From an optimization exercise on the open Yosys and OpenROAD flow, aimed at small area, a short achievable clock period and few clock cycles; shortcuts taken in it are not production practice. No run shown here included a check of the RTL's function; only the layout flow was run. Power is estimated from default activity; no workload was simulated.

==> flow/design.v, too long to show whole: its modules and the start of the top module <==
// module ks_add32: 502 lines
// module ks_add16c: 196 lines
// module g_a222oi: 3 lines
// module g_a22oi: 3 lines
// module g_a22o: 3 lines
// module g_a21o: 3 lines
// module g_aoi21: 3 lines
// module g_oai21: 3 lines
// module g_nand4: 3 lines
// module g_nand3: 3 lines
// module g_nand2: 3 lines
// module g_nor2: 3 lines
// module g_or3: 3 lines
// module g_inv: 3 lines
// module g_xor2: 3 lines
// module g_xnor2: 3 lines
// module g_ha: 4 lines
// module g_and2: 3 lines
// module g_and3: 3 lines
// module g_mux2: 3 lines
// module g_a221o: 3 lines
// module g_pcsel: 3 lines
// module g_pcsel_lo: 3 lines
// module g_buf: 3 lines
// module g_rd32f: 15 lines
// module g_rd32: 14 lines
// module mips: 327 lines
module mips(
	input wire clk,
	input wire rst,
	output wire [31:0] INST_ADDR,
	input wire [31:0] INST_DATA,
	output wire [31:0] DMEM_ADDR,
	output wire DMEM_WE,
	output wire [31:0] DMEM_WDATA,
	input wire [31:0] DMEM_RDATA
	);
  // ...
==> flow/flow/run.sh <==
#!/bin/bash
set -euo pipefail
MARGIN=6.5
bash standard.sh synth > synth.log 2>&1
SYNTH_ODB=orfs/results/sky130hd/mips/base/1_synth.odb openroad -no_init -exit flow/presize.tcl > presize.log 2>&1
bash standard.sh SETUP_SLACK_MARGIN=$MARGIN MATCH_CELL_FOOTPRINT=0 "CTS_ARGS=-sink_clustering_enable -repair_clock_nets -dont_use_dummy_load -buf_list sky130_fd_sc_hd__clkbuf_8 -sink_clustering_size 20" finish > layout.log 2>&1
==> flow/flow/presize.tcl <==
# Initial sizing of the combinational cells after the standard synthesis:
# each cell gets the drive strength its fanout asks for (smallest for one or
# a few loads, larger for wide nets); timing repair later in the flow sizes
# up what still needs it.
set odb $::env(SYNTH_ODB)
read_db $odb
set db [ord::get_db]
set n 0
foreach inst [[ord::get_db_block] getInsts] {
  set m [$inst getMaster]
  set name [$m getName]
  if {[regexp {^sky130_fd_sc_hd__(df|edf|sdf|dl|sdl|conb|tap|fill|decap|diode)} $name]} { continue }
  if {![regexp {^(sky130_fd_sc_hd__[a-z0-9]+)_([0-9]+)$} $name -> base size]} { continue }
  set fo 0
  foreach it [$inst getITerms] {
    if {[$it isOutputSignal]} {
      set net [$it getNet]
      if {$net ne "NULL" && $net ne ""} {
        set fo [expr {max($fo, [llength [$net getITerms]] + [llength [$net getBTerms]] - 1)}]
      }
    }
  }
  if {$fo >= 12} { set want {4 2 1 0} } elseif {$fo >= 5} { set want {2 1 0} } else { set want {1 0} }
  foreach s $want {
    set nm [$db findMaster ${base}_$s]
    if {$nm ne "NULL" && $nm ne ""} {
      if {[$nm getName] ne $name} { $inst swapMaster $nm; incr n }
      break
    }
  }
}
puts "resized $n cells"
write_db $odb
==> flow/standard.sh <==
#!/bin/bash
# synth_recipe.tcl (not shown) runs the flow's synth.tcl, then flattens the netlist and writes it again
# the make line also repeats each setting of config.mk as NAME=value (left out here)
make -C /OpenROAD-flow-scripts/flow DESIGN_CONFIG=/design/flow/config.mk WORK_HOME=/design/flow/orfs CLKGATE_MAP_FILE= SYNTH_SCRIPT=/design/flow/synth_recipe.tcl "${@:-finish}"
==> flow/config.mk <==
export PLATFORM = sky130hd
export DESIGN_NAME = mips
export DESIGN_NICKNAME = mips
export VERILOG_FILES = /design/flow/design.v
export SDC_FILE = /design/flow/constraint.sdc
export NUM_CORES = 8
export LEC_CHECK = 0
export CAP_MARGIN = 20
export CORE_MARGIN = 2
export CORE_UTILIZATION = 40
export SLEW_MARGIN = 20
export SYNTH_HIERARCHICAL = 1
export SYNTH_MINIMUM_KEEP_SIZE = 0
==> flow/constraint.sdc <==
create_clock -name core_clock -period 10.0 [get_ports {clk}]
set_input_delay 2.0000 -clock core_clock [delete_from_list [all_inputs] [get_ports {clk}]]
set_output_delay 2.0000 -clock core_clock [all_outputs]
set_load 0.01 [all_outputs]
==> metrics.cfg, run 1 <==
[timing]
timing.hold.ws_ns = 0.4472
timing.final.max_slew_violations = 0
tightestPinTransition_ns = 1.070

[worst_setup_path]
critPathMaxStageDelay_ns = 0.58
critical_path.startpoint_type = register
worstRegToRegCells = 9
slowest_stage = dfrtp_4
crit-reg2reg-launch = m_rd[0]$_DFF_PP0_
worst_r2r_endpoint = e_a[15]$_DFF_P_

[floorplan]
num_rows = 150
core-area_um2 = 166800

[power_and_ir_drop]
sequentialPowerShare = 0.472
clk_pwr_mw = 4.22
power.combinational.total_mw = 4.42
seq_power_mw = 7.72
power_switching_mw = 6.047
power.density_nw_per_um2 = 214.9
power-top-group = registers

[grt]
met2_usage = 0.5148
top_usage_layer = met2
grt.overflow.total = 0

[worst_hold_path]
worst_hold_path.endpoint = rf_v[13]$_DFFE_PP0P_
min_path_type = register to register
whs_path_depth = 1

[cts]
worstSkewPairLatency_ns = 1.04
clock_tree_from_tritoncts = yes
cts.repair_timing.setup_buffer_count = 60
cts.reportedPaths.clkPinSlew_ns = 0.05

[synthesis]
synth_area_per_cell_um2 = 10.05
synth.cell_area_um2 = 67000

[finish]
area.share.sequential = 0.3772
number_of_signal_net_inverters_in_the_final_layout = 90
final_area_um2 = 76080
most_common_cell_after_layout_fill_and_taps_aside = dfxtp_1
max_reg_flops = 992
clock_tree_cell_share_of_total_cell_area = 0.04197

[route]
via_per_inst = 7.134
routed-via-count = 65331

[placement]
placed_cell_area_um2 = 70880

[status]
outcome = no timing/DRC/antenna violations

[flow_run]
maxCapViolations = 0

==> inputs of run 2 (changes only) <==
==> flow/flow/run.sh (replaced) <==
#!/bin/bash
set -euo pipefail
MARGIN=6.5
bash standard.sh synth > synth.log 2>&1
SYNTH_ODB=orfs/results/sky130hd/mips/base/1_synth.odb openroad -no_init -exit flow/presize.tcl > presize.log 2>&1
bash standard.sh SETUP_SLACK_MARGIN=$MARGIN MATCH_CELL_FOOTPRINT=0 "CTS_ARGS=-sink_clustering_enable -repair_clock_nets -dont_use_dummy_load" finish > layout.log 2>&1
==> metrics.cfg, run 2 <==
[status]
outcome = no timing/DRC/antenna violations  ; unchanged

[synthesis]
synth.cell_area_um2 = 67000  ; unchanged
post_synthesis_cell_count = 6666  ; unchanged
synth_warnings = 9  ; unchanged
synth_area_per_cell_um2 = 10.05  ; unchanged

[worst_setup_path]
timing_worst_setup_path_type = register to register  ; unchanged
critical_path.endpoint_type = register  ; unchanged
critical_path.startpoint_type = register  ; unchanged
critPathRequiredTime_ns = 10.57  ; was 10.77 ns
critical_path_peak_fanout = 6  ; was 17
cp_data_arrival_time_ns = 4.24  ; was 4.36 ns

[floorplan]
dieHeight_um = 413.3  ; unchanged
fp.dieArea_um2 = 170800  ; unchanged
core-area_um2 = 166800  ; unchanged
initial_utilization = 0.4016  ; unchanged
num_rows = 150  ; unchanged
fp.dieW_um = 413.3  ; unchanged
ioPinCount = 163  ; unchanged

[route]
routedWlPerCell_um = 36.40  ; was 36.47 um
final_routed_drc_violation_total = 0  ; unchanged
drt_first_iter_violations = 11279  ; was 11463
routed-via-count = 65189  ; was 65331
route.antenna.remaining_nets = 0  ; unchanged
routed_wirelength_um = 330800  ; was 334000 um
pre_repair_dr_iteration_count = 10  ; was 9
via_per_inst = 7.173  ; was 7.134

[flow_run]
maxCapViolations = 0  ; unchanged

[timing]
min_period_ns = 3.666  ; was 3.588 ns
final.period_utilization = 0.3666  ; was 0.3588
fin_skew_ns = 0.1062  ; was 0.1445 ns
maxSlewHeadroom = 0.3029  ; was 0.2806
rsz_0062_raised_after_global_routing = yes  ; unchanged
timing.setup.tns_ns = 0  ; unchanged
maxClockFrequency_mhz = 272.7  ; was 278.7 MHz
setup-violations-final = 0  ; unchanged
finalHoldViolations = 0  ; unchanged
timing.final.max_slew_violations = 0  ; unchanged
tightestPinTransition_ns = 1.037  ; was 1.070 ns

[placement]
placed_cell_area_um2 = 70880  ; unchanged
gpl.final_weighted_congestion = 1.036  ; unchanged
port-buffer-count = 162  ; unchanged
post-dp-hpwl_um = 210200  ; unchanged

[finish]
final.fill_count = 15590  ; was 15724
final_cell_mix = dfxtp_1, a22oi_1, a22o_1, nor2_1, nand2_1  ; unchanged
top_register = rf  ; unchanged
sequential_cell_area_um2 = 28650  ; was 28700 um2
post_route_cells_drive_above_1_share = 0.1340  ; was 0.1483
utilization = 0.4619  ; was 0.4560
flow.area_growth_from_synthesis_pct = 15.01  ; was 13.55%
most_common_cell_after_layout_fill_and_taps_aside = dfxtp_1  ; unchanged
finalNetCount = 7004  ; was 7076
final_area_um2 = 77060  ; was 76080 um2
multi_input_area_um2 = 37870  ; was 37810 um2
max_reg_flops = 992  ; unchanged

[cts]
h-tree-depth = 4  ; unchanged
tritoncts.num_buffers = 154  ; was 232
clock-root-buffer = clkbuf_16  ; was clkbuf_8
worstSkewPairLatency_ns = 0.85  ; was 1.04 ns
clock_path_buffers = 3  ; unchanged
clock_sinks = 1399  ; unchanged
clock_tree_from_tritoncts = yes  ; unchanged
cts.reportedPaths.clkPinSlew_ns = 0.06  ; was 0.05 ns

[grt]
grt_max_degree = 60  ; unchanged
grt.overflow.total = 0  ; unchanged
track_usage = 0.3697  ; was 0.3710
wire_length_of_the_first_global_routing_pass_um = 456000  ; was 458100 um
first_global_vias = 58905  ; was 59666
number_of_antenna_violations_at_the_first_check_in_global_routing = 19  ; was 14

[power_and_ir_drop]
p_sw_frac = 0.3564  ; was 0.3698
power.static_leakage_nw = 31.29  ; was 30.50 nW
internal_power_mw = 11.02  ; was 10.30 mW
sequentialPowerShare = 0.450  ; was 0.472
peakVddDrop_mv = 0.1886  ; was 0.1470 mV
share_comb_of_total_power = 0.263  ; was 0.270
power_switching_mw = 6.101  ; was 6.047 mW
power.density_nw_per_um2 = 222.1  ; was 214.9 nW/um2
power.share.clock = 0.286  ; was 0.258

[worst_hold_path]
min_path_type = register to register  ; unchanged

-- run 2: path summary, 6_finish.rpt --
check                                     start              endpoint  slack (ns)  depth (start not counted)
min reg2reg                rf_v[15]$_DFFE_PP0P_  rf_v[15]$_DFFE_PP0P_        0.45                          1
max reg2reg                     e_b[24]$_DFF_P_         j_m$_DFF_PP0_        6.33                          9
max                             e_b[24]$_DFF_P_         j_m$_DFF_PP0_        6.33                          9
min in group asynchronous                   rst    ras[1]$_DFFE_PP0P_        2.07                          3
min                        rf_v[15]$_DFFE_PP0P_  rf_v[15]$_DFFE_PP0P_        0.45                          1
max in group asynchronous                   rst        m_ld$_DFF_PP0_        6.81                          4
-- run 2: critical path, stage by stage (launching register included) --
cell	delay, ns
dfxtp_1	0.68
xnor2_1	0.18
nand4_1	0.11
nor4_1	0.41
nand4_1	0.28
o221ai_4	0.35
xor2_4	0.18
a211o_4	0.42
buf_4	0.15
nor3_1	0.68
-- run 2: metrics by stage --
stage               total power [mW]  hold WS [ns]  worst slack [ns]  instances
floorplan                      10.07        0.3541             5.771       6667
global placement               11.83        0.4289             4.473       8809
detailed placement             11.87        0.4361             4.376       8809
CTS                            16.84        0.4475             6.481       9046
global route                   17.58        0.4617             6.399       9077
finish                         17.12        0.4462             6.334       9088
-- run 2: cell type report --
class | count | share of cell area
clock buffer | 154 | 0.05001
timing repair buffer | 336 | 0.04530
inverter | 90 | 0.005455
multi-input combinational | 4894 | 0.4914
tap | 2204 | 0.03578
antenna | 11 | 0.0003572
sequential | 1399 | 0.3717
-- run 2: repair_timing --
item / in CTS / in global routing
resized for setup: 303 / 149
pin swaps: 29 / 31
setup buffers: 65 / 30
setup endpoints to repair: 403 / 215
gates cloned: 18 / 1
hold buffers: 0 / 0
-- run 2: metal layers --
metal  up-vias  GRT usage  wire, um
li1      26831          -         -
met1     32296     0.5025    131600
met2      5165     0.5147    134400
met3       877     0.1188     44480
met4        20     0.1995     20050
met5         -   0.007914       336
-- run 2: power groups by stage --
stage	Clock [mW]	Combinational, mW	Sequential [mW]
3_3_place_gp	0	4.12	7.71
6_report	4.90	4.51	7.70
4_1_cts	4.93	4.28	7.63
2_1_floorplan	0	2.83	7.24
3_5_place_dp	0	4.16	7.72
5_1_grt	5.13	4.68	7.77
==> module mips, before the edit <==
module mips(
	input wire clk,
	input wire rst,
	output wire [31:0] INST_ADDR,
	input wire [31:0] INST_DATA,
	output wire [31:0] DMEM_ADDR,
	output wire DMEM_WE,
	output wire [31:0] DMEM_WDATA,
	input wire [31:0] DMEM_RDATA
	);
	genvar gk, gb;
	reg  [31:0] pc;
	reg  [31:0] ras;
	reg         e_ld, e_st, e_br, e_bx, e_jr;      
	reg  [4:0]  e_rd;                    
	reg         e_fa_lo, e_fa_hi;
	reg         c_ab, c_mb, c_am, c_mm;
	reg         j_a, j_m;                
	reg         e_fb;                    
	reg         x_b, x_bn, x_m, x_mn, x_i, x_in;
	reg         h_b, h_br, h_m, h_mr;
	reg         e_sub;                   
	reg         s_m, s_a, s_c;
	reg         r_add, r_slt, r_and, r_or, r_xor, r_nor, r_srl, r_sll, r_b, r_l;
	reg         e_sra;
	reg  [4:0]  e_sa;
	reg  [31:0] e_a, e_b, e_imm, e_alt;
	reg         m_we, m_ld;
	reg  [4:0]  m_rd;
	reg  [31:0] m_res, m_wd;
	reg  [31:0] rf [1:31];
	reg  [31:1] rf_v;
	wire [31:0] fa = {{16{e_fa_hi}}, {16{e_fa_lo}}};
	wire [31:0] a = (fa & m_res) | (~fa & e_a);
	wire [31:0] bx = ({32{x_b}} & e_b) | ({32{x_bn}} & ~e_b)
	               | ({32{x_m}} & m_res) | ({32{x_mn}} & ~m_res)
	               | ({32{x_i}} & e_imm) | ({32{x_in}} & ~e_imm);
	wire [4:0]  sa = ({5{s_m}} & m_res[4:0]) | ({5{s_a}} & e_a[4:0]) | ({5{s_c}} & e_sa);
	wire [31:0] sum, p, g;
	ks_add32 add(.a(a), .b(bx), .cin(e_sub), .s(sum), .p(p), .g0(g));
	wire [31:0] pg = p | g;                           
	function automatic [31:0] rev32(input [31:0] x);
		integer k;
		for (k = 0; k < 32; k = k + 1) rev32[k] = x[31-k];
	endfunction
	wire [31:0] sh_in = ({32{h_b}} & e_b) | ({32{h_br}} & rev32(e_b))
	                  | ({32{h_m}} & m_res) | ({32{h_mr}} & rev32(m_res));
	wire        sh_fill = e_sra & bx[31];
	wire [32:0] sh_ext = $signed({sh_fill, sh_in}) >>> sa;
	wire [31:0] sr = sh_ext[31:0];
	wire [31:0] oth = ({32{r_and}} & g)
	                | ({32{r_or}}  & pg)
	                | ({32{r_xor}} & p)
	                | ({32{r_nor}} & ~pg)
	                | ({32{r_srl}} & sr)
	                | ({32{r_sll}} & rev32(sr))
	                | ({32{r_b}}   & bx)
	                | ({32{r_l}}   & e_alt);
	wire [31:0] alu;
	g_a221o r0(.a1(r_add), .a2(sum[0]), .b1(r_slt), .b2(sum[31]), .c1(oth[0]), .y(alu[0]));
	generate for (gb = 1; gb < 32; gb = gb + 1) begin : res
		g_a21o r(.a1(r_add), .a2(sum[gb]), .b1(oth[gb]), .y(alu[gb]));
	end endgenerate
	wire eq = (c_ab & (e_a == e_b)) | (c_mb & (m_res == e_b))
	        | (c_am & (e_a == m_res)) | c_mm;
	wire mis_br = e_br & (eq ^ e_bx);
	wire mis_jr = (j_a & (e_a != pc)) | (j_m & (m_res != pc));
	wire mis    = mis_br | mis_jr;
	wire [31:0] redirect = e_jr ? a : e_alt;
	wire [31:0] m_val = m_ld ? DMEM_RDATA : m_res;
	wire m_w = (m_rd != 5'd0);
	always @(posedge clk) m_we <= ~rst & e_st;
	reg  [31:0] m_adr;
	wire [31:0] alu_o;
	generate for (gb = 0; gb < 32; gb = gb + 1) begin : aob
		g_buf b(.a(alu[gb]), .y(alu_o[gb]));
	end endgenerate
	always @(posedge clk) m_adr <= alu_o;
	assign DMEM_ADDR  = m_adr;
	assign DMEM_WE    = m_we;
	assign DMEM_WDATA = m_wd;
	wire [31:0] ins = INST_DATA;
	assign INST_ADDR = pc_o;
	wire [5:0]  op  = ins[31:26];
	wire [4:0]  rs  = ins[25:21];
	wire [4:0]  rt  = ins[20:16];
	wire [4:0]  rdf = ins[15:11];
	wire [4:0]  shamt = ins[10:6];
	wire [5:0]  fn  = ins[5:0];
	wire [15:0] imm = ins[15:0];
	wire is_r    = (op == 6'd0);
	wire is_jr   = is_r & (fn == 6'b001000);
	wire is_jalr = is_r & (fn == 6'b001001);
	wire is_j    = (op == 6'd2);
	wire is_jal  = (op == 6'd3);
	wire is_beq  = (op == 6'd4);
	wire is_bne  = (op == 6'd5);
	wire is_br   = is_beq | is_bne;
	wire is_lw   = (op == 6'b100011);
	wire is_sw   = (op == 6'b101011);
	wire is_ia   = (op[5:3] == 3'b001);           
	wire is_lui  = (op == 6'b001111);
	wire sh_const = is_r & (fn == 6'd0 || fn == 6'd2 || fn == 6'd3);
	wire sh_var   = is_r & (fn == 6'd4 || fn == 6'd6 || fn == 6'd7);
	wire uses_rs = (is_r & ~sh_const) | (is_ia & ~is_lui) | is_lw | is_sw | is_br;
	wire uses_rt = (is_r & ~is_jalr) | is_sw | is_br;
	reg  [4:0] dst;
	always @(*) begin
		if (is_r) dst = is_jalr ? 5'd31 : rdf;
		else if (is_ia | is_lw) dst = rt;
		else if (is_jal) dst = 5'd31;
		else dst = 5'd0;
	end
	reg f_sub, f_add, f_slt, f_and, f_or, f_xor, f_nor, f_srl, f_sll, f_sra, f_b, f_l;
	always @(*) begin
		{f_sub, f_add, f_slt, f_and, f_or, f_xor, f_nor, f_srl, f_sll, f_sra, f_b, f_l} = 12'b0;
		if (is_r) begin
			case (fn)
				6'b100000, 6'b100001: f_add = 1'b1;
				6'b100010, 6'b100011: begin f_add = 1'b1; f_sub = 1'b1; end
				6'b101010, 6'b101011: begin f_slt = 1'b1; f_sub = 1'b1; end
				6'b100100: f_and = 1'b1;
				6'b100101: f_or = 1'b1;
				6'b100110: f_xor = 1'b1;
				6'b100111: f_nor = 1'b1;
				6'b000000, 6'b000100: f_sll = 1'b1;
				6'b000010, 6'b000110: f_srl = 1'b1;
				6'b000011, 6'b000111: begin f_srl = 1'b1; f_sra = 1'b1; end
				6'b001001: f_l = 1'b1;                  
				default: f_and = 1'b1;                  
			endcase
		end else begin
			case (op)
				6'b001000, 6'b001001, 6'b100011, 6'b101011: f_add = 1'b1;
				6'b001010, 6'b001011: begin f_slt = 1'b1; f_sub = 1'b1; end
				6'b001100: f_and = 1'b1;
				6'b001101: f_or = 1'b1;
				6'b001110: f_xor = 1'b1;
				6'b001111: f_b = 1'b1;                  
				default: f_l = 1'b1;                    
			endcase
		end
	end
	wire sext = (op == 6'b001000) | (op == 6'b001010) | is_lw | is_sw | is_br;
	wire [31:0] pc4 = pc + 32'd4;
	wire [31:0] immv = is_lui ? {imm, 16'b0} : {{16{sext & imm[15]}}, imm};
	wire ui = ~((is_r & ~is_jalr) | is_br);
	wire rs_m = m_w & (rs == m_rd);
	wire rt_m = m_w & (rt == m_rd);
	wire [31:1] rf_en;
	generate for (gk = 1; gk < 32; gk = gk + 1) begin : en
		assign rf_en[gk] = rf_v[gk] & (m_rd != gk);
	end endgenerate
	wire [4:0] rs_n, rt_n;
	wire [3:0] rs_h, rt_h;
	wire [7:0] rs_l, rt_l;
	generate for (gk = 0; gk < 5; gk = gk + 1) begin : lit
		g_inv ia(.a(rs[gk]), .y(rs_n[gk]));
		g_inv ib(.a(rt[gk]), .y(rt_n[gk]));
	end
	for (gk = 0; gk < 4; gk = gk + 1) begin : pdh
		g_and2 ha(.a(gk[1] ? rs[4] : rs_n[4]), .b(gk[0] ? rs[3] : rs_n[3]), .y(rs_h[gk]));
		g_and2 hb(.a(gk[1] ? rt[4] : rt_n[4]), .b(gk[0] ? rt[3] : rt_n[3]), .y(rt_h[gk]));
	end
	for (gk = 0; gk < 8; gk = gk + 1) begin : pdl
		g_and3 la(.a(gk[2] ? rs[2] : rs_n[2]), .b(gk[1] ? rs[1] : rs_n[1]), .c(gk[0] ? rs[0] : rs_n[0]), .y(rs_l[gk]));
		g_and3 lb(.a(gk[2] ? rt[2] : rt_n[2]), .b(gk[1] ? rt[1] : rt_n[1]), .c(gk[0] ? rt[0] : rt_n[0]), .y(rt_l[gk]));
	end endgenerate
	wire [31:0] sel_a, sel_b, sel_a2, sel_b2;
	generate for (gk = 1; gk < 32; gk = gk + 1) begin : sel
		g_and3 da(.a(rs_h[gk/8]), .b(rs_l[gk%8]), .c(rf_en[gk]), .y(sel_a[gk-1]));
		g_and3 db(.a(rt_h[gk/8]), .b(rt_l[gk%8]), .c(rf_en[gk]), .y(sel_b[gk-1]));
		g_and3 da2(.a(rs_l[gk%8]), .b(rs_h[gk/8]), .c(rf_en[gk]), .y(sel_a2[gk-1]));
		g_and3 db2(.a(rt_l[gk%8]), .b(rt_h[gk/8]), .c(rf_en[gk]), .y(sel_b2[gk-1]));
	end endgenerate
	assign sel_a2[31] = rs_m;
	assign sel_b2[31] = rt_m;
	assign sel_a[31] = rs_m;
	assign sel_b[31] = rt_m;
	wire [31:0] rs_val, rt_val;
	generate for (gb = 0; gb < 32; gb = gb + 1) begin : rdp
		wire [31:0] d;
		for (gk = 1; gk < 32; gk = gk + 1) begin : c
			assign d[gk-1] = rf[gk][gb];
		end
		assign d[31] = m_val[gb];
		g_rd32f ua(.s(gb < 16 ? sel_a : sel_a2), .d(d), .q(rs_val[gb]));
		g_rd32f ub(.s(gb < 16 ? sel_b : sel_b2), .d(d), .q(rt_val[gb]));
	end endgenerate
	wire e_w = (e_rd != 5'd0);
	wire rs_e = e_w & (rs == e_rd);
	wire rt_e = e_w & (rt == e_rd);
	wire rs_e2;
	g_buf fab(.a(rs_e), .y(rs_e2));       
	wire stall = e_ld & ((uses_rs & rs_e) | (uses_rt & rt_e));
	wire adv = ~stall & ~mis;         
	wire pred_t = is_bne | (is_beq & imm[15]);
	wire [15:0] blo;
	wire        bco;
	ks_add16c badd(.a(pc[17:2]), .b(imm), .cin(1'b1), .s(blo), .co(bco));
	wire [13:0] hi = pc[31:18];
	wire [13:0] hi_p = hi + 14'd1;
	wire [13:0] hi_m = hi - 14'd1;
	wire [13:0] bx0 = imm[15] ? hi : hi_p;        
	wire [13:0] bx1 = imm[15] ? hi_m : hi;        
	wire [13:0] bhi;
	generate for (gb = 0; gb < 14; gb = gb + 1) begin : bsel
		g_mux2 m(.a0(bx1[gb]), .a1(bx0[gb]), .s(bco), .y(bhi[gb]));
	end endgenerate
	wire [31:0] btgt = {bhi, blo, pc[1:0]};
	wire bt_dec = is_br & pred_t;
	wire [31:0] oth_pc = (is_j | is_jal) ? {pc4[31:28], ins[25:0], 2'b00} :
	                     is_jr ? ras : pc4;
	wire s_mis = mis;
	wire s_hold = ~mis & stall;
	wire s_bt = ~mis & ~stall & bt_dec;
	wire s_oth = ~mis & ~stall & ~bt_dec;
	wire [31:0] pc_d;
	generate for (gb = 0; gb < 14; gb = gb + 1) begin : pch
		g_pcsel m(.sm(s_mis), .r(redirect[18+gb]), .sh(s_hold), .p(pc[18+gb]),
		          .sb(s_bt), .c(bco), .b1(bx0[gb]), .b0(bx1[gb]),
		          .so(s_oth), .o(oth_pc[18+gb]), .y(pc_d[18+gb]));
	end
	for (gb = 0; gb < 16; gb = gb + 1) begin : pcl
		g_pcsel_lo m(.sm(s_mis), .r(redirect[2+gb]), .sh(s_hold), .p(pc[2+gb]),
		             .sb(s_bt), .b(blo[gb]), .so(s_oth), .o(oth_pc[2+gb]), .y(pc_d[2+gb]));
	end
	for (gb = 0; gb < 2; gb = gb + 1) begin : pcb
		g_pcsel_lo m(.sm(s_mis), .r(redirect[gb]), .sh(s_hold), .p(pc[gb]),
		             .sb(s_bt), .b(pc[gb]), .so(s_oth), .o(oth_pc[gb]), .y(pc_d[gb]));
	end endgenerate
	reg [31:0] pc_o;
	wire [31:0] pc_od;
	generate for (gb = 0; gb < 32; gb = gb + 1) begin : pob
		g_buf b(.a(pc_d[gb]), .y(pc_od[gb]));
	end endgenerate
	always @(posedge clk) pc_o <= rst ? 32'b0 : pc_od;
	always @(posedge clk or posedge rst) begin
		if (rst) begin
			pc <= 32'b0;
			ras <= 32'b0;
		end else begin
			pc <= pc_d;
			if (is_jal | is_jalr) ras <= pc4;
		end
	end
	always @(posedge clk or posedge rst) begin
		if (rst) begin
			{e_ld, e_st, e_br, e_bx, e_jr} <= 5'b0;
			{j_a, j_m} <= 2'b0;
			e_rd <= 5'd0;
			m_ld <= 1'b0;
			m_rd <= 5'd0;
		end else begin
			if (adv) begin
				e_ld <= is_lw;
				e_st <= is_sw;
				e_br <= is_br;
				e_bx <= is_bne ^ pred_t;
				e_jr <= is_jr | is_jalr;
				j_a <= (is_jr | is_jalr) & ~rs_e;
				j_m <= (is_jr | is_jalr) & rs_e;
				e_rd <= dst;
			end else begin
				{e_ld, e_st, e_br, e_bx, e_jr} <= 5'b0;
				{j_a, j_m} <= 2'b0;
				e_rd <= 5'd0;
			end
			m_ld <= e_ld;
			m_rd <= e_rd;
		end
	end
	always @(posedge clk) begin
		e_fa_lo <= rs_e;
		e_fa_hi <= rs_e2;
		c_ab  <= ~rs_e & ~rt_e;
		c_mb  <= rs_e & ~rt_e;
		c_am  <= ~rs_e & rt_e;
		c_mm  <= rs_e & rt_e;
		e_fb  <= rt_e;
		x_b   <= ~ui & ~rt_e & ~f_sub;
		x_bn  <= ~ui & ~rt_e & f_sub;
		x_m   <= ~ui & rt_e & ~f_sub;
		x_mn  <= ~ui & rt_e & f_sub;
		x_i   <= ui & ~f_sub;
		x_in  <= ui & f_sub;
		h_b   <= ~rt_e & ~f_sll;
		h_br  <= ~rt_e & f_sll;
		h_m   <= rt_e & ~f_sll;
		h_mr  <= rt_e & f_sll;
		e_sub <= f_sub;
		s_m   <= sh_var & rs_e;
		s_a   <= sh_var & ~rs_e;
		s_c   <= ~sh_var;
		e_sa  <= shamt;
		r_add <= f_add;
		r_slt <= f_slt;
		r_and <= f_and;
		r_or  <= f_or;
		r_xor <= f_xor;
		r_nor <= f_nor;
		r_srl <= f_srl;
		r_sll <= f_sll;
		e_sra <= f_sra;
		r_b   <= f_b;
		r_l   <= f_l;
		e_a   <= rs_val;
		e_b   <= rt_val;
		e_imm <= immv;
		e_alt <= (pred_t | is_jal | is_jalr) ? pc4 : btgt;    
		m_res <= alu;
		m_wd  <= e_fb ? m_res : e_b;
	end
	always @(posedge clk or posedge rst) begin
		if (rst) rf_v <= 31'b0;
		else if (m_w) rf_v[m_rd] <= 1'b1;
	end
	generate for (gk = 1; gk < 32; gk = gk + 1) begin : wr
		wire we = (m_rd == gk);
		wire wen = ~we;
		for (gb = 0; gb < 32; gb = gb + 1) begin : b
			wire nx;
			g_a22o m(.a1(we), .a2(m_val[gb]), .b1(wen), .b2(rf[gk][gb]), .y(nx));
			always @(posedge clk) rf[gk][gb] <= nx;
		end
	end endgenerate
endmodule
==> inputs of run 3 (changes only) <==
--- a/flow/design.v
+++ b/flow/design.v
@@ -762,2 +762,8 @@
 endmodule
+module g_pcsel3(input sm, r, sb, c, b1, b0, so, o, output y);
+	assign y = (sm & r) | (sb & c & b1) | (sb & ~c & b0) | (so & o);
+endmodule
+module g_pcsel3_lo(input sm, r, sb, b, so, o, output y);
+	assign y = (sm & r) | (sb & b) | (so & o);
+endmodule
 module g_buf(input a, output y);
@@ -809,2 +815,3 @@
 	reg         e_ld, e_st, e_br, e_bx, e_jr;      
+	reg         e_rp;                    
 	reg  [4:0]  e_rd;                    
@@ -862,3 +869,3 @@
 	wire mis_jr = (j_a & (e_a != pc)) | (j_m & (m_res != pc));
-	wire mis    = mis_br | mis_jr;
+	wire mis    = mis_br | mis_jr | e_rp;
 	wire [31:0] redirect = e_jr ? a : e_alt;
@@ -989,4 +996,4 @@
 	g_buf fab(.a(rs_e), .y(rs_e2));       
-	wire stall = e_ld & ((uses_rs & rs_e) | (uses_rt & rt_e));
-	wire adv = ~stall & ~mis;         
+	wire hazard = e_ld & ((uses_rs & rs_e) | (uses_rt & rt_e));
+	wire adv = ~hazard & ~mis;        
 	wire pred_t = is_bne | (is_beq & imm[15]);
@@ -1009,18 +1016,17 @@
 	wire s_mis = mis;
-	wire s_hold = ~mis & stall;
-	wire s_bt = ~mis & ~stall & bt_dec;
-	wire s_oth = ~mis & ~stall & ~bt_dec;
+	wire s_bt = ~mis & bt_dec;
+	wire s_oth = ~mis & ~bt_dec;
 	wire [31:0] pc_d;
 	generate for (gb = 0; gb < 14; gb = gb + 1) begin : pch
-		g_pcsel m(.sm(s_mis), .r(redirect[18+gb]), .sh(s_hold), .p(pc[18+gb]),
-		          .sb(s_bt), .c(bco), .b1(bx0[gb]), .b0(bx1[gb]),
-		          .so(s_oth), .o(oth_pc[18+gb]), .y(pc_d[18+gb]));
+		g_pcsel3 m(.sm(s_mis), .r(redirect[18+gb]),
+		           .sb(s_bt), .c(bco), .b1(bx0[gb]), .b0(bx1[gb]),
+		           .so(s_oth), .o(oth_pc[18+gb]), .y(pc_d[18+gb]));
 	end
 	for (gb = 0; gb < 16; gb = gb + 1) begin : pcl
-		g_pcsel_lo m(.sm(s_mis), .r(redirect[2+gb]), .sh(s_hold), .p(pc[2+gb]),
-		             .sb(s_bt), .b(blo[gb]), .so(s_oth), .o(oth_pc[2+gb]), .y(pc_d[2+gb]));
+		g_pcsel3_lo m(.sm(s_mis), .r(redirect[2+gb]),
+		              .sb(s_bt), .b(blo[gb]), .so(s_oth), .o(oth_pc[2+gb]), .y(pc_d[2+gb]));
 	end
 	for (gb = 0; gb < 2; gb = gb + 1) begin : pcb
-		g_pcsel_lo m(.sm(s_mis), .r(redirect[gb]), .sh(s_hold), .p(pc[gb]),
-		             .sb(s_bt), .b(pc[gb]), .so(s_oth), .o(oth_pc[gb]), .y(pc_d[gb]));
+		g_pcsel3_lo m(.sm(s_mis), .r(redirect[gb]),
+		              .sb(s_bt), .b(pc[gb]), .so(s_oth), .o(oth_pc[gb]), .y(pc_d[gb]));
 	end endgenerate
@@ -1043,3 +1049,3 @@
 		if (rst) begin
-			{e_ld, e_st, e_br, e_bx, e_jr} <= 5'b0;
+			{e_ld, e_st, e_br, e_bx, e_jr, e_rp} <= 6'b0;
 			{j_a, j_m} <= 2'b0;
@@ -1058,3 +1064,5 @@
 				e_rd <= dst;
+				e_rp <= 1'b0;
 			end else begin
+				e_rp <= hazard & ~mis;
 				{e_ld, e_st, e_br, e_bx, e_jr} <= 5'b0;
@@ -1104,3 +1112,3 @@
 		e_imm <= immv;
-		e_alt <= (pred_t | is_jal | is_jalr) ? pc4 : btgt;    
+		e_alt <= hazard ? pc : (pred_t | is_jal | is_jalr) ? pc4 : btgt;
 		m_res <= alu;
==> flow/flow/run.sh (replaced) <==
#!/bin/bash
set -euo pipefail
MARGIN=6.5
bash standard.sh synth > synth.log 2>&1
SYNTH_ODB=orfs/results/sky130hd/mips/base/1_synth.odb openroad -no_init -exit flow/presize.tcl > presize.log 2>&1
bash standard.sh SETUP_SLACK_MARGIN=$MARGIN MATCH_CELL_FOOTPRINT=0 "CTS_ARGS=-sink_clustering_enable -repair_clock_nets -dont_use_dummy_load -buf_list sky130_fd_sc_hd__clkbuf_8 -sink_clustering_size 20" finish > layout.log 2>&1
--- a/flow/flow/presize.tcl
+++ b/flow/flow/presize.tcl
@@ -1,2 +1,3 @@
-# Initial sizing of the combinational cells after the standard synthesis:
+# Initial sizing of the cells after the standard synthesis (flip-flops keep
+# their type, only their drive strength may change):
 # each cell gets the drive strength its fanout asks for (smallest for one or
@@ -11,3 +12,3 @@
   set name [$m getName]
-  if {[regexp {^sky130_fd_sc_hd__(df|edf|sdf|dl|sdl|conb|tap|fill|decap|diode)} $name]} { continue }
+  if {[regexp {^sky130_fd_sc_hd__(edf|sdf|dl|sdl|conb|tap|fill|decap|diode|clk)} $name]} { continue }
   if {![regexp {^(sky130_fd_sc_hd__[a-z0-9]+)_([0-9]+)$} $name -> base size]} { continue }
==> metrics.cfg, run 3 <==
[grt]
grt.overflow.total = 0  ; unchanged
wire_length_of_the_first_global_routing_pass_um = 451200  ; was 456000 um
grt_max_degree = 67  ; was 60
first_global_vias = 60118  ; was 58905
track_usage = 0.3628  ; was 0.3697
number_of_antenna_violations_at_the_first_check_in_global_routing = 27  ; was 19

[finish]
finalNetCount = 7144  ; was 7004
top_register = rf  ; unchanged
max_reg_flops = 992  ; unchanged
final_cell_mix = dfxtp_1, a22oi_1, a22o_1, nor2_1, nand4_1  ; was dfxtp_1, a22oi_1, a22o_1, nor2_1, nand2_1
post_route_cells_drive_above_1_share = 0.1529  ; was 0.1340
final.fill_count = 15568  ; was 15590
flow.area_growth_from_synthesis_pct = 14.62  ; was 15.01%
most_common_cell_after_layout_fill_and_taps_aside = dfxtp_1  ; unchanged

[cts]
clock_sinks = 1400  ; was 1399
worstSkewPairLatency_ns = 1.07  ; was 0.85 ns
cts_hold_buf = 0  ; unchanged
clock_path_buffers = 3  ; unchanged
tritoncts.num_buffers = 232  ; was 154
h-tree-depth = 4  ; unchanged
clock-root-buffer = clkbuf_8  ; was clkbuf_16
cts.reportedPaths.clkPinSlew_ns = 0.06  ; about the same
clock_tree_from_tritoncts = yes  ; unchanged

[route]
routed-via-count = 66380  ; was 65189
via_per_inst = 7.193  ; was 7.173
routedWlPerCell_um = 35.50  ; was 36.40 um
pre_repair_dr_iteration_count = 9  ; was 10
route.antenna.remaining_nets = 0  ; unchanged
drt_first_iter_violations = 12054  ; was 11279
routed_wirelength_um = 327600  ; was 330800 um
final_routed_drc_violation_total = 0  ; unchanged

[worst_setup_path]
critical_path.startpoint_type = input port  ; was register
critical_path.endpoint_type = register  ; unchanged
critical_path_peak_fanout = 8  ; was 6
cp_data_arrival_time_ns = 4.51  ; was 4.24 ns
timing_worst_setup_path_type = input port to register  ; was register to register
critPathRequiredTime_ns = 10.84  ; was 10.57 ns

[floorplan]
fp.dieW_um = 413.6  ; was 413.3 um
fp.dieArea_um2 = 171100  ; was 170800 um2
ioPinCount = 163  ; unchanged
dieHeight_um = 413.6  ; was 413.3 um
num_rows = 150  ; unchanged
core-area_um2 = 166800  ; unchanged
initial_utilization = 0.4022  ; was 0.4016

[timing]
timing.final.ws_setup_ns = 6.336  ; was 6.334 ns
finalHoldViolations = 0  ; unchanged
maxSlewHeadroom = 0.4170  ; was 0.3029
timing.setup.tns_ns = 0  ; unchanged
tightestPinTransition_ns = 0.8746  ; was 1.037 ns
timing.hold.ws_ns = 0.4096  ; was 0.4462 ns
maxClockFrequency_mhz = 272.9  ; was 272.7 MHz
rsz_0062_raised_after_global_routing = yes  ; unchanged
setup-violations-final = 0  ; unchanged
timing.final.max_slew_violations = 0  ; unchanged
final.period_utilization = 0.3664  ; was 0.3666
fin_skew_ns = 0.1719  ; was 0.1062 ns
min_period_ns = 3.664  ; was 3.666 ns

[placement]
placement.setup.worst_slack_ns = 4.081  ; was 4.376 ns
port-buffer-count = 162  ; unchanged
post-dp-hpwl_um = 203300  ; was 210200 um
gpl.final_weighted_congestion = 1.039  ; was 1.036

[flow_run]
maxCapViolations = 0  ; unchanged

[synthesis]
synth_area_per_cell_um2 = 9.970  ; was 10.05 um2
post_synthesis_cell_count = 6731  ; was 6666
synth.cell_area_um2 = 67110  ; was 67000 um2
synth_warnings = 9  ; unchanged

[power_and_ir_drop]
power.static_leakage_nw = 30.71  ; was 31.29 nW
peakVddDrop_mv = 0.1653  ; was 0.1886 mV
power.density_nw_per_um2 = 216.2  ; was 222.1 nW/um2
design_power_total_mw = 16.63  ; was 17.12 mW

[worst_hold_path]
min_path_type = register to register  ; unchanged

[status]
outcome = no timing/DRC/antenna violations  ; unchanged

## run 3: cell count changes in the layout (fill, tap and decap cells not counted), moves of 18 or more
cell,delta
a22oi_1,-32
and2_1,+19
buf_4,-18
clkbuf_16,-148
clkbuf_2,+23
clkbuf_8,+232
dfxtp_1,-43
dfxtp_2,+18
dfxtp_4,+25
dlymetal6s2s_1,-27
inv_1,+24
o21ai_1,+26
## run 3: cell type report
| class | count | area (um2) | share of cell area |
|---|---|---|---|
| antenna | 12 | 30.03 | 0.0003904 |
| clock buffer | 232 | 3193 | 0.04151 |
| inverter | 115 | 524.3 | 0.006816 |
| multi-input combinational | 4924 | 38000 | 0.4940 |
| sequential | 1400 | 28790 | 0.3743 |
| tap | 2204 | 2758 | 0.03585 |
| timing repair buffer | 341 | 3617 | 0.04703 |
| timing repair inverter | 1 | 7.507 | 0.00009760 |
## run 3: metrics by stage
step / util / std cells / cell area, um2
floorplan: - / 6732 / 67200
global placement: 0.4237 / 8838 / 70690
detailed placement: 0.4237 / 8838 / 70690
CTS: 0.4538 / 9163 / 75720
global route: 0.4609 / 9221 / 76900
finish: 0.4610 / 9229 / 76920
## run 3: timing repair
action                                 CTS  global route
setup buffers                           66            47
pin swaps                               43            45
cloned                                  27             7
endpoints found under the hold margin    0             0
setup endpoints to repair              417           261
gates resized for setup                410           174
## run 3: final timing paths
path                                 start                   to  slack, ns  depth (start not counted)
setup / recovery             INST_DATA[30]  pc_o[10]$_SDFF_PP0_       6.34                         11
hold / removal              e_ld$_DFF_PP0_       m_ld$_DFF_PP0_       0.41                          0
setup reg to reg           e_b[21]$_DFF_P_  pc_o[16]$_SDFF_PP0_       6.39                         12
hold reg to reg             e_ld$_DFF_PP0_       m_ld$_DFF_PP0_       0.41                          0
max in group asynchronous              rst    m_rd[4]$_DFF_PP0_       6.91                          4
min in group asynchronous              rst      pc[4]$_DFF_PP0_       1.83                          3
## run 3: layer usage
metal  wire [um]  track usage
met2      130700       0.4984
met5         281     0.006501
met4       21270       0.1982
met1      128000       0.4940
met3       47410       0.1222
## run 3: power breakdown
| part | internal [mW] | switching (mW) | leakage, nW |
|---|---|---|---|
| logic | 1.75 | 2.72 | 17.0 |
| registers | 6.63 | 1.32 | 12.0 |
| clock network | 2.02 | 2.19 | 1.67 |
| total | 10.4 | 6.23 | 30.7 |
## run 3: worst max-delay path: stages
cell	delay [ns]
buf_12	0.11
or3_4	0.36
or4_4	0.43
or3_4	0.37
or2_4	0.37
buf_12	0.18
nand2_8	0.10
o21ai_2	0.06
a222oi_1	0.28
inv_1	0.09
nor2b_1	0.13
==> inputs of run 4 (changes only) <==
--- a/flow/design.v
+++ b/flow/design.v
@@ -768,2 +768,25 @@
 endmodule
+module g_pcsel5(input sm, r, sb, c, b1, b0, sj, j, sr, q, ss, f, output y);
+	assign y = (sm & r) | (sb & c & b1) | (sb & ~c & b0) | (sj & j) | (sr & q) | (ss & f);
+endmodule
+module g_pcsel5_lo(input sm, r, sb, b, sj, j, sr, q, ss, f, output y);
+	assign y = (sm & r) | (sb & b) | (sj & j) | (sr & q) | (ss & f);
+endmodule
+module g_fdec(input [5:0] op, input [5:0] fn, input imm15,
+              output jj, output bt, output jr, output lk, output pl,
+              output urs, output urt);
+	wire r = (op == 6'd0);
+	wire beq = (op == 6'd4), bne = (op == 6'd5);
+	wire jalr = r & (fn == 6'b001001);
+	wire shc = r & (fn == 6'd0 || fn == 6'd2 || fn == 6'd3);
+	wire ia = (op[5:3] == 3'b001), lui = (op == 6'b001111);
+	wire lw = (op == 6'b100011), sw = (op == 6'b101011);
+	assign jj = (op[5:1] == 5'b00001);                   
+	assign bt = bne | (beq & imm15);                      
+	assign jr = r & (fn == 6'b001000);
+	assign lk = (op == 6'd3) | jalr;                      
+	assign pl = bt | lk;                                  
+	assign urs = (r & ~shc) | (ia & ~lui) | lw | sw | beq | bne;
+	assign urt = (r & ~jalr) | sw | beq | bne;
+endmodule
 module g_buf(input a, output y);
@@ -906,4 +929,5 @@
 	wire sh_var   = is_r & (fn == 6'd4 || fn == 6'd6 || fn == 6'd7);
-	wire uses_rs = (is_r & ~sh_const) | (is_ia & ~is_lui) | is_lw | is_sw | is_br;
-	wire uses_rt = (is_r & ~is_jalr) | is_sw | is_br;
+	wire uses_rs, uses_rt, d_jj, d_bt, d_jr, d_lk, d_pl;
+	g_fdec fdec(.op(op), .fn(fn), .imm15(imm[15]), .jj(d_jj), .bt(d_bt), .jr(d_jr),
+	            .lk(d_lk), .pl(d_pl), .urs(uses_rs), .urt(uses_rt));
 	reg  [4:0] dst;
@@ -1012,21 +1036,23 @@
 	wire [31:0] btgt = {bhi, blo, pc[1:0]};
-	wire bt_dec = is_br & pred_t;
-	wire [31:0] oth_pc = (is_j | is_jal) ? {pc4[31:28], ins[25:0], 2'b00} :
-	                     is_jr ? ras : pc4;
+	wire [31:0] jt = {pc4[31:28], ins[25:0], 2'b00};
 	wire s_mis = mis;
-	wire s_bt = ~mis & bt_dec;
-	wire s_oth = ~mis & ~bt_dec;
+	wire s_bt  = ~mis & d_bt;
+	wire s_j   = ~mis & d_jj;
+	wire s_jr  = ~mis & d_jr;
+	wire s_seq = ~mis & ~d_bt & ~d_jj & ~d_jr;
 	wire [31:0] pc_d;
 	generate for (gb = 0; gb < 14; gb = gb + 1) begin : pch
-		g_pcsel3 m(.sm(s_mis), .r(redirect[18+gb]),
-		           .sb(s_bt), .c(bco), .b1(bx0[gb]), .b0(bx1[gb]),
-		           .so(s_oth), .o(oth_pc[18+gb]), .y(pc_d[18+gb]));
+		g_pcsel5 m(.sm(s_mis), .r(redirect[18+gb]), .sb(s_bt), .c(bco), .b1(bx0[gb]), .b0(bx1[gb]),
+		           .sj(s_j), .j(jt[18+gb]), .sr(s_jr), .q(ras[18+gb]), .ss(s_seq), .f(pc4[18+gb]),
+		           .y(pc_d[18+gb]));
 	end
 	for (gb = 0; gb < 16; gb = gb + 1) begin : pcl
-		g_pcsel3_lo m(.sm(s_mis), .r(redirect[2+gb]),
-		              .sb(s_bt), .b(blo[gb]), .so(s_oth), .o(oth_pc[2+gb]), .y(pc_d[2+gb]));
+		g_pcsel5_lo m(.sm(s_mis), .r(redirect[2+gb]), .sb(s_bt), .b(blo[gb]),
+		              .sj(s_j), .j(jt[2+gb]), .sr(s_jr), .q(ras[2+gb]), .ss(s_seq), .f(pc4[2+gb]),
+		              .y(pc_d[2+gb]));
 	end
 	for (gb = 0; gb < 2; gb = gb + 1) begin : pcb
-		g_pcsel3_lo m(.sm(s_mis), .r(redirect[gb]),
-		              .sb(s_bt), .b(pc[gb]), .so(s_oth), .o(oth_pc[gb]), .y(pc_d[gb]));
+		g_pcsel5_lo m(.sm(s_mis), .r(redirect[gb]), .sb(s_bt), .b(pc[gb]),
+		              .sj(s_j), .j(jt[gb]), .sr(s_jr), .q(ras[gb]), .ss(s_seq), .f(pc4[gb]),
+		              .y(pc_d[gb]));
 	end endgenerate
@@ -1044,3 +1070,3 @@
 			pc <= pc_d;
-			if (is_jal | is_jalr) ras <= pc4;
+			if (d_lk) ras <= pc4;
 		end
@@ -1112,3 +1138,4 @@
 		e_imm <= immv;
-		e_alt <= hazard ? pc : (pred_t | is_jal | is_jalr) ? pc4 : btgt;
+		e_alt <= ({32{hazard}} & pc) | ({32{~hazard & d_pl}} & pc4)
+		       | ({32{~hazard & ~d_pl}} & btgt);
 		m_res <= alu;
==> flow/flow/run.sh (replaced) <==
#!/bin/bash
set -euo pipefail
MARGIN=6.5
bash standard.sh synth > synth.log 2>&1
SYNTH_ODB=orfs/results/sky130hd/mips/base/1_synth.odb openroad -no_init -exit flow/downsize.tcl > downsize.log 2>&1
bash standard.sh SETUP_SLACK_MARGIN=$MARGIN MATCH_CELL_FOOTPRINT=0 "CTS_ARGS=-sink_clustering_enable -repair_clock_nets -dont_use_dummy_load -buf_list sky130_fd_sc_hd__clkbuf_8 -sink_clustering_size 20" finish > layout.log 2>&1
==> flow/flow/downsize.tcl (new file) <==
# Set every combinational cell that synthesis mapped to a larger drive
# strength back to its smallest variant; the timing repair later in the flow
# sizes up the cells that need it.
set odb $::env(SYNTH_ODB)
read_db $odb
set db [ord::get_db]
set n 0
foreach inst [[ord::get_db_block] getInsts] {
  set m [$inst getMaster]
  set name [$m getName]
  if {[regexp {^sky130_fd_sc_hd__(df|edf|sdf|dl|sdl|conb|tap|fill|decap|diode)} $name]} { continue }
  if {[regexp {^(sky130_fd_sc_hd__[a-z0-9]+)_([0-9]+)$} $name -> base size] && $size > 1} {
    foreach s {1 0} {
      set nm [$db findMaster ${base}_$s]
      if {$nm ne "NULL" && $nm ne ""} {
        $inst swapMaster $nm
        incr n
        break
      }
    }
  }
}
puts "downsized $n cells"
write_db $odb
removed: flow/flow/presize.tcl
==> metrics.cfg, run 4 <==
[timing]
fin_skew_ns = 0.1175  ; was 0.1719 ns
tightestPinTransition_ns = 1.144  ; was 0.8746 ns
final.period_utilization = 0.3688  ; was 0.3664
rsz_0062_raised_after_global_routing = yes  ; unchanged
finalHoldViolations = 0  ; unchanged
timing.final.max_slew_violations = 0  ; unchanged
setup-violations-final = 0  ; unchanged
timing.setup.tns_ns = 0  ; unchanged
timing.hold.ws_ns = 0.4115  ; was 0.4096 ns
maxSlewHeadroom = 0.2360  ; was 0.4170
min_period_ns = 3.688  ; was 3.664 ns
maxClockFrequency_mhz = 271.2  ; was 272.9 MHz

[floorplan]
core-area_um2 = 164400  ; was 166800 um2
initial_utilization = 0.4017  ; was 0.4022
fp.dieW_um = 410.4  ; was 413.6 um
ioPinCount = 163  ; unchanged
fp.dieArea_um2 = 168400  ; was 171100 um2
num_rows = 149  ; was 150
dieHeight_um = 410.4  ; was 413.6 um

[cts]
tritoncts.num_buffers = 230  ; was 232
cts_hold_buf = 0  ; unchanged
clock_sinks = 1400  ; unchanged
clock-root-buffer = clkbuf_8  ; unchanged
worstSkewPairLatency_ns = 1.02  ; was 1.07 ns
clock_path_buffers = 3  ; unchanged
h-tree-depth = 4  ; unchanged
cts.reportedPaths.clkPinSlew_ns = 0.06  ; about the same
clock_tree_from_tritoncts = yes  ; unchanged

[worst_setup_path]
critPathRequiredTime_ns = 10.79  ; was 10.84 ns
worstRegToRegCells = 11  ; was 12
critical_path.endpoint_type = register  ; unchanged
timing.critical_path.cells = clkbuf_2, inv_1, and3_1, and3_2, a22oi_1, nand4_1, nor2_1, nand2_1  ; was buf_12, or3_4, or4_4, or3_4, or2_4, buf_12, nand2_8, o21ai_2, a222oi_1, inv_1, nor2b_1
critPathMaxStageDelay_ns = 0.48  ; was 0.43 ns
startpoint = INST_DATA[21]  ; was INST_DATA[30]
timing_worst_setup_path_type = input port to register  ; unchanged
worst_r2r_endpoint = e_b[2]$_DFF_P_  ; was pc_o[16]$_SDFF_PP0_
slowest_stage = and3_2  ; was or4_4
cp_data_arrival_time_ns = 4.48  ; was 4.51 ns
critical_path.startpoint_type = input port  ; unchanged
crit-reg2reg-launch = m_rd[0]$_DFF_PP0_  ; was e_b[21]$_DFF_P_
critical_path_peak_fanout = 16  ; was 8
critPathCapture = e_a[15]$_DFF_P_  ; was pc_o[10]$_SDFF_PP0_
r2r_setup_slack_ns = 6.37  ; was 6.39 ns

[power_and_ir_drop]
peakVddDrop_mv = 0.2204  ; was 0.1653 mV
power.static_leakage_nw = 30.75  ; was 30.71 nW
power.density_nw_per_um2 = 217.1  ; was 216.2 nW/um2
design_power_total_mw = 16.49  ; was 16.63 mW

[placement]
port-buffer-count = 162  ; unchanged
gpl.final_weighted_congestion = 1.029  ; was 1.039
place.detailed.instances = 8968  ; was 8838
post-dp-hpwl_um = 220000  ; was 203300 um

[grt]
grt.overflow.total = 0  ; unchanged
number_of_antenna_violations_at_the_first_check_in_global_routing = 33  ; was 27
track_usage = 0.3833  ; was 0.3628
grt_max_degree = 67  ; unchanged
wire_length_of_the_first_global_routing_pass_um = 469400  ; was 451200 um
first_global_vias = 61232  ; was 60118

[finish]
final_cell_mix = dfxtp_1, a22oi_1, a22o_1, nand2_1, nand4_1  ; was dfxtp_1, a22oi_1, a22o_1, nor2_1, nand4_1
finalNetCount = 7204  ; was 7144
top_register = rf  ; unchanged
utilization = 0.4620  ; was 0.4610
flow.area_growth_from_synthesis_pct = 14.99  ; was 14.62%
post_route_cells_drive_above_1_share = 0.1378  ; was 0.1529
max_reg_flops = 992  ; unchanged
most_common_cell_after_layout_fill_and_taps_aside = dfxtp_1  ; unchanged
final_cells = 9279  ; was 9229

[status]
outcome = no timing/DRC/antenna violations  ; unchanged

[synthesis]
synth_area_per_cell_um2 = 9.758  ; was 9.970 um2
synth.cell_area_um2 = 66060  ; was 67110 um2
synth_warnings = 9  ; unchanged
post_synthesis_cell_count = 6770  ; was 6731

[route]
drt_first_iter_violations = 12164  ; was 12054
via_per_inst = 7.240  ; was 7.193
final_routed_drc_violation_total = 0  ; unchanged
route.antenna.remaining_nets = 0  ; unchanged
routedWlPerCell_um = 36.75  ; was 35.50 um
routed-via-count = 67180  ; was 66380
routed_wirelength_um = 341000  ; was 327600 um
pre_repair_dr_iteration_count = 10  ; was 9

[worst_hold_path]
whs_path_depth = 0  ; unchanged
min_path_type = register to register  ; unchanged

[flow_run]
maxCapViolations = 0  ; unchanged

## run 4: area by class of cell
class / count / area [um2]
timing repair buffer: 375 / 3373
tap: 2189 / 2739
antenna: 17 / 42.54
multi-input combinational: 4963 / 37420
fill: 15661 / 88470
inverter: 105 / 405.4
sequential: 1400 / 28820
clock buffer: 230 / 3166
## run 4: per-layer routing
metal	vias up	track usage	part of all wire
met5	-	0	0.00062
met4	32	0.2188	0.069
met3	1216	0.1435	0.15
met2	5734	0.5342	0.40
met1	32742	0.5034	0.38
li1	27456	-	-
## run 4: timing repair
item	CTS	global route
pin swaps	11	25
gates cloned	6	6
buffers inserted	18	34
gates resized for setup	563	224
setup endpoints to repair	458	280
## run 4: worst min path at each step
stage                    from              to  slack, ns
6_report       e_ld$_DFF_PP0_  m_ld$_DFF_PP0_       0.41
5_1_grt        e_ld$_DFF_PP0_  m_ld$_DFF_PP0_       0.41
4_1_cts        e_ld$_DFF_PP0_  m_ld$_DFF_PP0_       0.40
3_5_place_dp   e_ld$_DFF_PP0_  m_ld$_DFF_PP0_       0.39
3_3_place_gp   e_ld$_DFF_PP0_  m_ld$_DFF_PP0_       0.38
2_1_floorplan  e_ld$_DFF_PP0_  m_ld$_DFF_PP0_       0.37
## run 4: power breakdown
group / internal (mW) / switching [mW]
Combinational: 1.75 / 2.89
Clock: 2.00 / 2.15
Sequential: 6.54 / 1.16
Total: 10.3 / 6.20
## run 4: per-stage QoR
step / cell area [um2] / setup WS, ns
floorplan: 66610 / 5.908
global placement: 70960 / 4.345
detailed placement: 70970 / 4.371
CTS: 74920 / 6.385
global route: 75920 / 6.379
finish: 75960 / 6.312
## run 4: worst max-delay path, delay by kind of cell
kind / cells / cell delay, ns
simple gates: 5 / 1.72
buf+inv: 2 / 0.43
compound gates: 1 / 0.28
==> inputs of run 5 (changes only) <==
--- a/flow/flow/run.sh
+++ b/flow/flow/run.sh
@@ -2,3 +2,3 @@
 set -euo pipefail
-MARGIN=6.5
+MARGIN=7
 bash standard.sh synth > synth.log 2>&1
==> metrics.cfg, run 5 <==
[grt]
top_usage_layer = met2  ; unchanged
number_of_antenna_violations_at_the_first_check_in_global_routing = 36  ; was 33
use_met3 = 0.1621  ; was 0.1435
grt_max_degree = 60  ; was 67
wire_length_of_the_first_global_routing_pass_um = 478200  ; was 469400 um
track_usage = 0.3911  ; was 0.3833
grt.overflow.total = 0  ; unchanged
first_global_vias = 62698  ; was 61232
met2_usage = 0.5373  ; was 0.5342
grtUsageMet1 = 0.5034  ; about the same

[finish]
flow.area_growth_from_synthesis_pct = 26.41  ; was 14.99%
top_register = rf  ; unchanged
finalNetCount = 7556  ; was 7204
final_cells = 9631  ; was 9279
final_cell_mix = dfxtp_1, a22oi_1, a22o_1, buf_4, nand2_1  ; was dfxtp_1, a22oi_1, a22o_1, nand2_1, nand4_1
utilization = 0.5079  ; was 0.4620
max_reg_flops = 992  ; unchanged
post_route_cells_drive_above_1_share = 0.2568  ; was 0.1378
most_common_cell_after_layout_fill_and_taps_aside = dfxtp_1  ; unchanged
final_area_um2 = 83510  ; was 75960 um2

[synthesis]
post_synthesis_cell_count = 6770  ; unchanged
synth_warnings = 9  ; unchanged
synth.cell_area_um2 = 66060  ; unchanged
synth_area_per_cell_um2 = 9.758  ; unchanged

[cts]
cts_hold_buf = 0  ; unchanged
worstSkewPairLatency_ns = 1.05  ; was 1.02 ns
clock-root-buffer = clkbuf_8  ; unchanged
cts.reportedPaths.clkPinSlew_ns = 0.06  ; about the same
clock_path_buffers = 3  ; unchanged
clock_tree_from_tritoncts = yes  ; unchanged
tritoncts.num_buffers = 230  ; unchanged
h-tree-depth = 4  ; unchanged
clock_sinks = 1400  ; unchanged

[power_and_ir_drop]
power.static_leakage_nw = 32.97  ; was 30.75 nW
power.share.clock = 0.247  ; was 0.252
internal_power_mw = 10.59  ; was 10.29 mW
sequentialPowerShare = 0.458  ; was 0.467
power.density_nw_per_um2 = 204.5  ; was 217.1 nW/um2
share_comb_of_total_power = 0.295  ; was 0.281
power_switching_mw = 6.488  ; was 6.203 mW
p_sw_frac = 0.3800  ; was 0.3761
peakVddDrop_mv = 0.1740  ; was 0.2204 mV
design_power_total_mw = 17.08  ; was 16.49 mW

[timing]
fin_skew_ns = 0.1883  ; was 0.1175 ns
maxClockFrequency_mhz = 283.9  ; was 271.2 MHz
setup-violations-final = 0  ; unchanged
rsz_0062_raised_after_global_routing = yes  ; unchanged
min_period_ns = 3.523  ; was 3.688 ns
timing.setup.tns_ns = 0  ; unchanged
timing.final.max_slew_violations = 0  ; unchanged
finalHoldViolations = 0  ; unchanged
timing.final.ws_setup_ns = 6.477  ; was 6.312 ns
final.period_utilization = 0.3523  ; was 0.3688
tightestPinTransition_ns = 1.156  ; was 1.144 ns
maxSlewHeadroom = 0.2291  ; was 0.2360
timing.hold.ws_ns = 0.4500  ; was 0.4115 ns

[floorplan]
fp.dieW_um = 410.4  ; unchanged
ioPinCount = 163  ; unchanged
core-area_um2 = 164400  ; unchanged
initial_utilization = 0.4017  ; unchanged
num_rows = 149  ; unchanged
dieHeight_um = 410.4  ; unchanged
fp.dieArea_um2 = 168400  ; unchanged

[placement]
port-buffer-count = 162  ; unchanged
placed_cell_area_um2 = 71160  ; was 70970 um2
gpl.final_weighted_congestion = 1.047  ; was 1.029
place.detailed.instances = 8968  ; unchanged
placement.setup.worst_slack_ns = 4.241  ; was 4.371 ns
post-dp-hpwl_um = 216100  ; was 220000 um

[worst_setup_path]
timing_worst_setup_path_type = register to primary output  ; was input port to register
startpoint = m_wd[24]$_DFF_P_  ; was INST_DATA[21]
worst_r2r_endpoint = pc_o[20]$_SDFF_PP0_  ; was e_b[2]$_DFF_P_
critPathCapture = DMEM_WDATA[24]  ; was e_a[15]$_DFF_P_
crit-reg2reg-launch = e_a[28]$_DFF_P_  ; was m_rd[0]$_DFF_PP0_
cp_data_arrival_time_ns = 1.52  ; was 4.48 ns
worstRegToRegCells = 14  ; was 11
critPathRequiredTime_ns = 8.00  ; was 10.79 ns
r2r_setup_slack_ns = 6.67  ; was 6.37 ns
slowest_stage = dfxtp_4  ; was and3_2
critical_path_peak_fanout = 1  ; was 16
critPathMaxStageDelay_ns = 0.42  ; was 0.48 ns
critical_path.startpoint_type = register  ; was input port
timing.critical_path.depth = 1  ; was 8
critical_path.endpoint_type = primary output  ; was register
crit_buf_inv = 1  ; was 2
timing.critical_path.cells = buf_6  ; was clkbuf_2, inv_1, and3_1, and3_2, a22oi_1, nand4_1, nor2_1, nand2_1
cell_family_with_most_cp_delay = flip-flops  ; was simple AND/OR/NAND/NOR gates

[route]
pre_repair_dr_iteration_count = 11  ; was 10
drt_first_iter_violations = 13405  ; was 12164
routed-via-count = 70967  ; was 67180
final_routed_drc_violation_total = 0  ; unchanged
via_per_inst = 7.369  ; was 7.240
route.antenna.remaining_nets = 0  ; unchanged
routed_wirelength_um = 362900  ; was 341000 um
routedWlPerCell_um = 37.69  ; was 36.75 um

[worst_hold_path]
min_path_type = register to register  ; unchanged

[flow_run]
maxCapViolations = 0  ; unchanged

[status]
outcome = no timing/DRC/antenna violations  ; unchanged

## run 5: metal layers
layer,up-vias,wire length [um]
met3,1631,58030
met5,-,532
li1,28269,-
met4,40,29580
met1,34424,132400
met2,6603,142400
## run 5: worst min-delay path by stage
stage / startpoint / to / slack (ns) / cells past startpoint
3_3_place_gp: e_ld$_DFF_PP0_ / m_ld$_DFF_PP0_ / 0.39 / 0
5_1_grt: rf_v[16]$_DFFE_PP0P_ / rf_v[16]$_DFFE_PP0P_ / 0.46 / 1
2_1_floorplan: e_ld$_DFF_PP0_ / m_ld$_DFF_PP0_ / 0.39 / 0
6_report: rf_v[14]$_DFFE_PP0P_ / rf_v[14]$_DFFE_PP0P_ / 0.45 / 1
4_1_cts: rf_v[7]$_DFFE_PP0P_ / rf_v[7]$_DFFE_PP0P_ / 0.45 / 1
3_5_place_dp: e_ld$_DFF_PP0_ / m_ld$_DFF_PP0_ / 0.40 / 0
## run 5: what timing repair did
| item | CTS | global route |
|---|---|---|
| hold endpoints to repair | 0 | 0 |
| gates resized for setup | 1440 | 603 |
| pin swaps | 112 | 301 |
| buffers inserted | 126 | 221 |
| setup endpoints to repair | 892 | 412 |
| gates cloned | 29 | 40 |
## run 5: layout make-up
cell class | count | area (um2)
multi-input cells | 4996 | 40980
inverters | 105 | 452.9
fillers | 14871 | 80920
repair buffers | 694 | 7174
clock buffers | 230 | 3166
diodes | 17 | 42.54
flip-flops and latches | 1400 | 28950
well taps | 2189 | 2739
## run 5: power by group through the flow
stage                     Sequential (mW)  Combinational (mW)  Clock, mW
final                                7.82                5.03       4.22
after global routing                 7.85                5.16       4.44
after CTS                            7.68                4.44       4.21
after detailed placement             7.75                4.16          0
after global placement               7.74                4.13          0
after floorplan                      7.16                2.79          0

[afterwards: timing with drivers on the ports]
In the flow no input, the clock included, has a driving cell. The finished layouts below were timed again as built, in two steps.
Step 1 (the two cells are an assumption about what drives the block):
set clk [get_ports {clk}]
set_driving_cell -lib_cell sky130_fd_sc_hd__clkbuf_16 $clk
set_driving_cell -lib_cell sky130_fd_sc_hd__buf_2 [delete_from_list [all_inputs] $clk]
Step 2 times the ports against the registers' clock, not the clock port: input delays grow and output delays shrink by t, the midpoint of the rising clock arrivals with the driver on.
Slacks: ideal / step 1 / step 2; pairs: ideal / step 1.
run	t, ns	slack for setup (ns)	worst data-port slew with drivers (ns)
run 1	1.052	6.412 / 6.412 / 5.457	0.04
run 2	0.882	6.334 / 6.334 / 5.543	0.07
run 3	1.062	6.336 / 6.362 / 5.299	0.07
run 4	1.043	6.312 / 6.359 / 5.315	0.11
run 5	1.043	6.477 / 6.388 / 5.707	0.18
After both steps setup and hold are still met in every run listed. For run 3, which loses most, drivers alone change the setup slack by +0.026 ns; drivers and shift together by -1.037 ns.
